From an optimization exercise on the open Yosys and OpenROAD flow, aimed at small area; shortcuts taken in it are not production practice.
Where RTL was checked, it was by simulation tests only, not by an equivalence proof against the original.
For run 2, only the layout was checked, not whether the RTL still works.
Power is estimated from default activity; no workload was simulated.

File: flow/design.v
module VectorAccumulate #(
    parameter vector_length = 7,
    parameter data_width = 16
) (
    input wire clk,
    input wire [vector_length*data_width-1: 0] vector_in,
    output wire [data_width+$clog2(vector_length)-1: 0] vector_sum
);
localparam expanded_vector_length = 2 ** ($clog2(vector_length));
localparam length_diff = expanded_vector_length - vector_length;
localparam left_pad_zeros = length_diff * data_width;
wire [expanded_vector_length*data_width-1:0] expanded_vector_in;
assign expanded_vector_in = {{length_diff{1'b0}}, vector_in}; 
localparam num_stages = $clog2(vector_length);
generate
    begin: adder_gen
        genvar stage; 
        for (stage=0; stage<4; stage=stage+1) begin: stage_gen
            genvar i;
                for (i=2**(stage+1)-1; i<expanded_vector_length; i=i+(2**(stage+1))) begin: stage_io
                    reg [data_width+stage: 0] sum;
                    wire [data_width+stage-1: 0] A, B;
                    if (stage == 0) begin
                        assign A = expanded_vector_in[i*data_width-1: (i-1)*data_width];
                        assign B = expanded_vector_in[(i+1)*data_width-1: i*data_width];
                    end else begin
                        assign A = stage_gen[stage-1].stage_io[i].sum;
                        assign B = stage_gen[stage-1].stage_io[i-2**stage].sum; 
                    end
                    always@(posedge clk) begin
                        sum <= A + B; 
                    end
                end
        end
    end
endgenerate
assign vector_sum = adder_gen.stage_gen[num_stages-1].stage_io[expanded_vector_length-1].sum;
endmodule
File: flow/run.sh
#!/bin/bash
# synth_recipe.tcl (not shown) runs the flow's synth.tcl, then flattens the netlist and writes it again
# the make line also repeats each setting of config.mk as NAME=value (left out here)
make -C /OpenROAD-flow-scripts/flow DESIGN_CONFIG=/design/flow/config.mk WORK_HOME=/design/flow/orfs CLKGATE_MAP_FILE= SYNTH_SCRIPT=/design/flow/synth_recipe.tcl finish
File: flow/config.mk
export PLATFORM = sky130hd
export DESIGN_NAME = VectorAccumulate
export DESIGN_NICKNAME = VectorAccumulate
export VERILOG_FILES = /design/flow/design.v
export SDC_FILE = /design/flow/constraint.sdc
export NUM_CORES = 4
export LEC_CHECK = 0
export CAP_MARGIN = 20
export CORE_MARGIN = 2
export CORE_UTILIZATION = 40
export SLEW_MARGIN = 20
File: flow/constraint.sdc
create_clock -name core_clock -period 4.0 [get_ports {clk}]
set_input_delay 0.8000 -clock core_clock [delete_from_list [all_inputs] [get_ports {clk}]]
set_output_delay 0.8000 -clock core_clock [all_outputs]
set_load 0.01 [all_outputs]
==> flow_summary_export.csv, run 1 <==
group,metric,value,unit
outcome,status,"no timing/DRC/antenna violations",
drt,via_per_inst,5.17,
logic_synthesis,synth.distinct_cells,54,
placement,dp_worst_setup_slack,0.485,ns
clocking,cts-root-buf,"clkbuf_16",
timing,tns,0,ns
drt,wl_per_cell,14.0,µm
clocking,cts_made_buffers,17,
job,cap_violations,0,
logic_synthesis,syn_area_per_cell,9.26,µm²
drt,routed_wl,16.1,mm
die,die_h,137,µm
logic_synthesis,synthCells,764,
critical_path,start_kind,"input port",
finish,drive_above_1_share,4.35,%
hold_path,holdCritStartpoint,"adder_gen.stage_gen[1].stage_io[7].sum[0]",
power,pwr-share-seq,29.5,%
clocking,cts_hold_buffers,0,
finish,areaGrowthSynthToFinish,30.0,%
logic_synthesis,async_flop_share,0,%
critical_path,max_stage_delay,0.44,ns
timing,fmax,323,MHz
logic_synthesis,syn-cell-area,7070,µm²
global_routing,grt_pass1_vias,5789,
logic_synthesis,ys_ff_latch,122,
finish,regMostFlops,"adder_gen.stage_gen.stage_io.sum",
placement,post-place-cells,1113,
finish,utilization,53.2,%
hold_path,whs_path_depth,1,
die,dieArea,18800,µm²
critical_path,critPathKind,"input port to register",
drt,vias,5915,
critical_path,cp-end-kind,"register",
placement,io_buffers,131,
die,initial_core_util,40.9,%
clocking,cts_setup_buffers,0,
critical_path,cp_max_fo,3,
clocking,cts.clk_slew.worst_paths,0.05,ns
clocking,cts_resized,0,
timing,tightest_slew,0.564,ns
clocking,htree_levels,4,
finish,largest_reg_flops,122,
power,swShare,35.9,%
timing,min_period,3.09,ns
finish,reg.largest.list,"adder_gen.stage_gen.stage_io.sum x122",
die,core,17300,µm²
clocking,cts_sinks,122,
drt,ant_nets,0,
power,clkPwrFrac,23.3,%
drt,drtPass1Iterations,6,
timing,fin_crit_sh,77.3,%
power,power.switching,2.18,mW
logic_synthesis,ys_seq_area_share,34.5,%
critical_path,arrival,3.40,ns
clocking,cts_tree,"yes",
die,num_io_pins,132,
critical_path,timing.rr.end,"adder_gen.stage_gen[2].stage_io[7].sum[16]",
placement,place_congestion,0.877,
timing,worst_slack,0.906,ns
finish,final_cells,1145,
clocking,insertion_delay,0.42,ns
logic_synthesis,synth_fp_nets,982,
critical_path,r2r_slack,1.68,ns
placement,hpwl,13.0,mm
logic_synthesis,synth_warnings,1,
finish,mostFrequentLayoutCells,"clkdlybuf4s50_1, dfxtp_1, ha_1, a21oi_1, nor2_1",
power,peakVddDrop,0.370,mV
die,rows,48,
power,finalPower,6.07,mW
finish,layout_commonest_cell,"clkdlybuf4s50_1",
global_routing,antenna_found_initial,0,
critical_path,path_cells,"clkdlybuf4s50_1 -> ha_1 -> fa_1 -> a211o_1 -> a21oi_1 -> a21oi_1 -> a31oi_1 -> o21ai_1 -> a311o_1",
finish,antenna_cells,0,
power,cellLeakagePower,3.95,nW
timing,fin_skew,0.0108,ns
global_routing,grt-ovfl-total,0,
global_routing,grt_usage,18.0,%
timing,finalHoldViolCount,0,
hold_path,hp-class,"register to register",
global_routing,grt_pass1_wl,26.7,mm
power,internal-power,3.89,mW
timing,rsz0062_at_grt,"no",
critical_path,r2r_cells,9,
logic_synthesis,ys.flop_type,"dfxtp_1",
hold_path,whs_endpoint,"adder_gen.stage_gen[2].stage_io[7].sum[0]",
critical_path,r2r-start,"adder_gen.stage_gen[1].stage_io[3].sum[0]",
power,p_per_area,660,nW/µm²
critical_path,slowest_stage,"fa_1",
critical_path,critPathRequiredTime,4.31,ns
global_routing,grt_max_degree,17,
finish,nNetsFinal,1125,
die,die_w,137,µm
critical_path,crit_path_frequent_cell,"a21oi_1",
power,combinationalPowerShare,47.2,%
drt,drt-initial-drc-count,244,
clocking,clock_path_buffers,2,
drt,drc,0,
timing,final_max_slew_viol_count,0,
logic_synthesis,synth_edf_count,0,
timing,max_slew_margin,62.3,%
timing,finalSetupViolCount,0,
-- area by class of cell --
cell class                      count  area, µm²
Clock inverter                     11       96.3
Sequential cell                   122       2440
Multi-Input combinational cell    614       4530
Clock buffer                       21        460
Inverter                           21       78.8
Tap cell                          225        282
Fill cell                        1587       8100
Timing Repair Buffer              131       1310
-- logic make-up after synthesis --
| logic type | after synthesis | synth area share (%) |
|---|---|---|
| adders and majority gates | 105 | 19.2 |
| AOI/OAI and AO/OA | 258 | 23.7 |
| buffers and inverters | 28 | 1.49 |
| xor gates and xnor gates | 76 | 9.41 |
| muxes | 1 | 0.142 |
| and+or+nand+nor | 174 | 11.6 |
| DFF | 122 | 34.5 |
-- routing by layer --
| layer | up-vias | wire (µm) | track usage [%] |
|---|---|---|---|
| met2 | 134 | 7350 | 29.2 |
| met4 | 0 | 239 | 6.30 |
| met3 | 19 | 651 | 3.85 |
| met5 | - | 0 | 0 |
| met1 | 2675 | 7830 | 23.7 |
| li1 | 3087 | - | - |
-- cell usage after synthesis, types with 5 or more instances --
library cell / count / share of area [%]
ha_1: 99 / 18
o21ai_0: 47 / 3.3
xor2_1: 24 / 3.0
o21bai_1: 7 / 0.74
inv_1: 21 / 1.1
a21oi_1: 80 / 5.7
xnor2_1: 52 / 6.4
nand2_1: 44 / 2.3
a21boi_0: 6 / 0.64
nor2_1: 55 / 2.9
nor2b_1: 11 / 0.97
a211o_1: 6 / 0.74
o21a_1: 17 / 1.8
a21o_1: 35 / 3.7
nand3_1: 19 / 1.3
dfxtp_1: 122 / 35
a31oi_1: 7 / 0.62
clkbuf_1: 7 / 0.37
a211oi_1: 14 / 1.5
o211ai_1: 5 / 0.53
nand2b_1: 8 / 0.71
nand4_1: 12 / 1.1
nor3_1: 7 / 0.50
fa_1: 6 / 1.7
-- power groups by stage --
stage | sequential, mW | combinational, mW | clock [mW]
CTS | 1.81 | 2.87 | 1.45
global route | 1.83 | 3.23 | 1.51
floorplan | 1.81 | 2.03 | 0
global placement | 1.82 | 2.82 | 0
detailed placement | 1.83 | 2.85 | 0
finish | 1.79 | 2.86 | 1.42
-- how the worst max path moves through the flow --
stage / start / endpoint / slack [ns] / depth (start not counted)
final: vector_in[32] / adder_gen.stage_gen[0].stage_io[3].sum[16] / 0.91 / 9
after global routing: vector_in[32] / adder_gen.stage_gen[0].stage_io[3].sum[16] / 0.76 / 9
after CTS: vector_in[32] / adder_gen.stage_gen[0].stage_io[3].sum[16] / 0.92 / 9
after detailed placement: vector_in[32] / adder_gen.stage_gen[0].stage_io[3].sum[16] / 0.48 / 9
after global placement: vector_in[32] / adder_gen.stage_gen[0].stage_io[3].sum[16] / 0.53 / 9
after floorplan: vector_in[64] / adder_gen.stage_gen[0].stage_io[5].sum[16] / 1.18 / 8
-- metrics by stage --
| stage | instance area, µm² | hold slack [ns] |
|---|---|---|
| final | 9200 | 0.456 |
| after global routing | 9200 | 0.462 |
| after CTS | 9200 | 0.459 |
| after detailed placement | 8640 | 0.443 |
| after global placement | 8640 | 0.438 |
| after floorplan | 7070 | 0.420 |
-- worst max-delay path: cells and delay by family --
family	cells	cell delay, ns
compound gates	6	1.50
fa+ha+maj	2	0.70
buf+inv	1	0.40
==> inputs of run 2 (changes only) <==
==> flow/design.v (replaced) <==
module VectorAccumulate #(
    parameter vector_length = 7,
    parameter data_width = 16
) (
    input wire clk,
    input wire [vector_length*data_width-1: 0] vector_in,
    output wire [data_width+$clog2(vector_length)-1: 0] vector_sum
);
reg [18:0] s1, s2, s3;
always @(posedge clk) begin
    s1 <= vector_in[15:0] + vector_in[31:16] + vector_in[47:32] + vector_in[63:48]
        + vector_in[79:64] + vector_in[95:80] + vector_in[111:96];
    s2 <= s1;
    s3 <= s2;
end
assign vector_sum = s3;
endmodule
==> run 2 against run 1 <==
Net effect:
- now fails the layout checks on negative setup slack
- utilization up 13 points
- sequential power down 45%
- largest cell class unchanged
- fmax down 24%
- clock-buffer cell count down 10
- wire length down 48%
- flip-flop and latch count down 65
- critical endpoint is now s1[14]
- largest power group unchanged
==> flow_summary_export.csv, run 2 <==
group,metric,value,unit
timing,fin_skew,0.00558,ns
clocking,cts-root-buf,"clkbuf_8",
hold_path,whs_path_depth,0,
finish,reg.largest.list,"s1 x19, s2 x19, s3 x19",
clocking,htree_levels,3,
die,initial_core_util,41.3,%
logic_synthesis,synth_fp_nets,641,
logic_synthesis,async_flop_share,0,%
finish,mostFrequentLayoutCells,"inv_1, fa_1, dfxtp_1, inv_2, buf_4",
critical_path,cp-end-kind,"register",
drt,wl_per_cell,11.0,µm
logic_synthesis,yosysMostFrequentCell,"inv_1",
timing,rsz0062_at_grt,"yes",
logic_synthesis,ys_seq_area_share,26.8,%
critical_path,critPathRequiredTime,4.19,ns
die,num_io_pins,132,
global_routing,grt_pass1_vias,3597,
logic_synthesis,ys.flop_type,"dfxtp_1",
drt,drc,0,
global_routing,grt_usage,15.9,%
die,die_w,107,µm
outcome,status,"failed layout checks",
logic_synthesis,synth_commonest_cells,"inv_1, fa_1, dfxtp_1, ha_1, nand2_1",
finish,antenna_cells,0,
finish,finish.instance_area,6790,µm²
timing,fin_crit_sh,101,%
clocking,cts_sinks,57,
global_routing,antenna_found_initial,0,
placement,place_congestion,0.794,
clocking,cts_made_buffers,9,
timing,worst_slack,-0.0539,ns
timing,finalSetupViolCount,5,
job,cap_violations,0,
logic_synthesis,synth_edf_count,0,
die,rows,37,
finish,regArea,1140,µm²
clocking,cts_tree,"yes",
critical_path,cp_max_fo,4,
drt,via_per_inst,4.24,
logic_synthesis,yosysTopAreaCellShare,36.6,%
logic_synthesis,syn_area_per_cell,9.93,µm²
finish,multi_input_area,3020,µm²
clocking,insertion_delay,0.31,ns
critical_path,crit_path_frequent_cell,"fa_1",
critical_path,path_cells,"dlygate4sd2_1 -> inv_1 -> fa_1 -> inv_1 -> fa_1 -> fa_1 -> inv_2 -> fa_1 -> inv_2 -> ha_4 -> nand4_1 -> buf_4 -> a211oi_4 -> nor3b_2 -> xnor2_1",
critical_path,r2r_cells,0,
power,peakVddDrop,0.501,mV
logic_synthesis,synth.distinct_cells,37,
logic_synthesis,synth_warnings,1,
logic_synthesis,synthTopCellsByArea,"fa_1, dfxtp_1, inv_1",
drt,drt-initial-drc-count,39,
drt,ant_nets,0,
finish,fillers,850,
global_routing,grt_max_degree,11,
clocking,clock_path_buffers,2,
placement,io_buffers,131,
finish,nNetsFinal,837,
logic_synthesis,ys_ff_latch,57,
critical_path,slowest_stage,"fa_1",
timing,min_period,4.05,ns
critical_path,start_kind,"input port",
critical_path,max_stage_delay,0.53,ns
timing,fmax,247,MHz
placement,postPlaceCellArea,6100,µm²
placement,dp_worst_setup_slack,-0.919,ns
drt,drtPass1Iterations,4,
power,cellLeakagePower,3.34,nW
critical_path,arrival,4.25,ns
hold_path,hp-class,"register to register",
drt,routed_wl,8.40,mm
logic_synthesis,syn-cell-area,4260,µm²
critical_path,critPathKind,"input port to register",
finish,layout_commonest_cell,"inv_1",
logic_synthesis,yosys.area.top_type,"fa_1",
outcome,violatedChecks,"negative setup slack",
global_routing,grt-ovfl-total,0,
placement,hpwl,7.18,mm
power,p_per_area,1080,nW/µm²
die,die_h,107,µm
clocking,cts.clk_slew.worst_paths,0.06,ns
finish,utilization,65.7,%
timing,final_max_slew_viol_count,0,
timing,tightest_slew,0.298,ns
die,dieArea,11500,µm²
finish,drive_above_1_share,38.9,%
global_routing,grt_pass1_wl,14.9,mm
finish,areaGrowthSynthToFinish,59.2,%
timing,finalHoldViolCount,0,
timing,max_slew_margin,80.1,%
logic_synthesis,synthCells,429,
die,core,10300,µm²
drt,vias,3248,
==> run 2: cell types whose count changed after synthesis, moves of 21 or more <==
cell / previous run / this run
inv_1: 21 / 166
ha_1: 99 / 21
fa_1: 6 / 78
a21oi_1: 80 / 13
dfxtp_1: 122 / 57
xnor2_1: 52 / 8
nor2_1: 55 / 12
o21ai_0: 47 / 4
nand2_1: 44 / 14
a21o_1: 35 / 7
xor2_1: 24 / 3
==> run 2: area by class of cell <==
type,instances,area share [%]
Tap cell,136,2.51
Inverter,166,9.48
Clock buffer,11,2.23
Timing Repair Buffer,189,23.3
Sequential cell,57,16.8
Multi-Input combinational cell,202,44.5
Clock inverter,5,1.14
==> run 2: path summary, 6_finish.rpt <==
path	from	end	slack [ns]
worst min-delay path	s1[15]	s2[15]	0.32
worst max-delay path	vector_in[5]	s1[14]	-0.05
worst max register to register	s1[12]	s2[12]	3.57
worst min register to register	s1[15]	s2[15]	0.32
==> run 2: critical path: cells and delay by family <==
family	cells	cell delay [ns]
AOI/OAI and AO/OA	1	0.21
adders and majority gates	5	2.27
and+or+nand+nor	2	0.26
xor gates and xnor gates	1	0.13
buffers and inverters	6	0.57
==> run 2: kinds of logic after synthesis <==
group                      synth area share, %
AOI/OAI and AO/OA                         8.02
xor gates and xnor gates                  2.26
adders and majority gates                 42.8
buffers and inverters                     15.1
DFF                                       26.8
muxes                                    0.235
and+or+nand+nor                           4.84
==> run 2: metal layers <==
layer	share of wire, %	global-route usage, %	vias to the layer above
li1	-	-	1624
met1	43	20.0	1538
met2	51	28.1	78
met3	4.3	2.49	8
met4	1.0	4.73	0
met5	0	0	-
==> run 2: per-stage QoR <==
step           hold slack, ns  cells  TNS (ns)  power [mW]
3_3_place_gp            0.310    724    -11.61        4.94
4_1_cts                 0.324    762    -0.280        6.95
5_1_grt                 0.327    766     -1.24        7.93
2_1_floorplan           0.310    429    -0.814        3.60
6_report                0.324    766    -0.163        7.34
3_5_place_dp            0.312    724    -12.24        4.96
==> run 2: where the power goes <==
part	total, mW	switching, mW	leakage (nW)	internal [mW]
logic	5.78	2.70	2.75	3.08
clock network	0.579	0.197	0.115	0.382
registers	0.977	0.0657	0.481	0.912
total	7.34	2.96	3.34	4.37
==> run 2: repair_timing <==
action	in CTS	in global routing
setup endpoints to repair	15	13
buffers inserted	22	4
gates resized for setup	278	72
gates cloned	0	0
pin swaps	132	77
hold buffers	0	0

afterwards: timing with drivers on the ports:
The flow's constraints put no driver on any port. The routed layouts listed below were extracted and timed again, unchanged, in two steps.
Step 1 (the two cells are an assumption about what drives the block):
set clk [get_ports {clk}]
set_driving_cell -lib_cell sky130_fd_sc_hd__clkbuf_16 $clk
set_driving_cell -lib_cell sky130_fd_sc_hd__buf_2 [delete_from_list [all_inputs] $clk]
Step 2 also shifts input and output timing later by t, the mid clock arrival at the registers, as if the neighbouring blocks saw the same clock.
a / b / c = no drivers / after step 1 / after step 2; a / b = the first two.
run | t, ns | setup slack, ns | worst data-port slew with drivers (ns) | pins driven straight from the clock port
run 1 | 0.456 | 0.906 / 0.919 / 0.463 | 0.05 | 1
run 2 | 0.332 | -0.054 / -0.059 / -0.391 | 0.05 | 1
For run 1, which loses most, drivers alone change the setup slack by +0.013 ns; drivers and shift together by -0.443 ns.
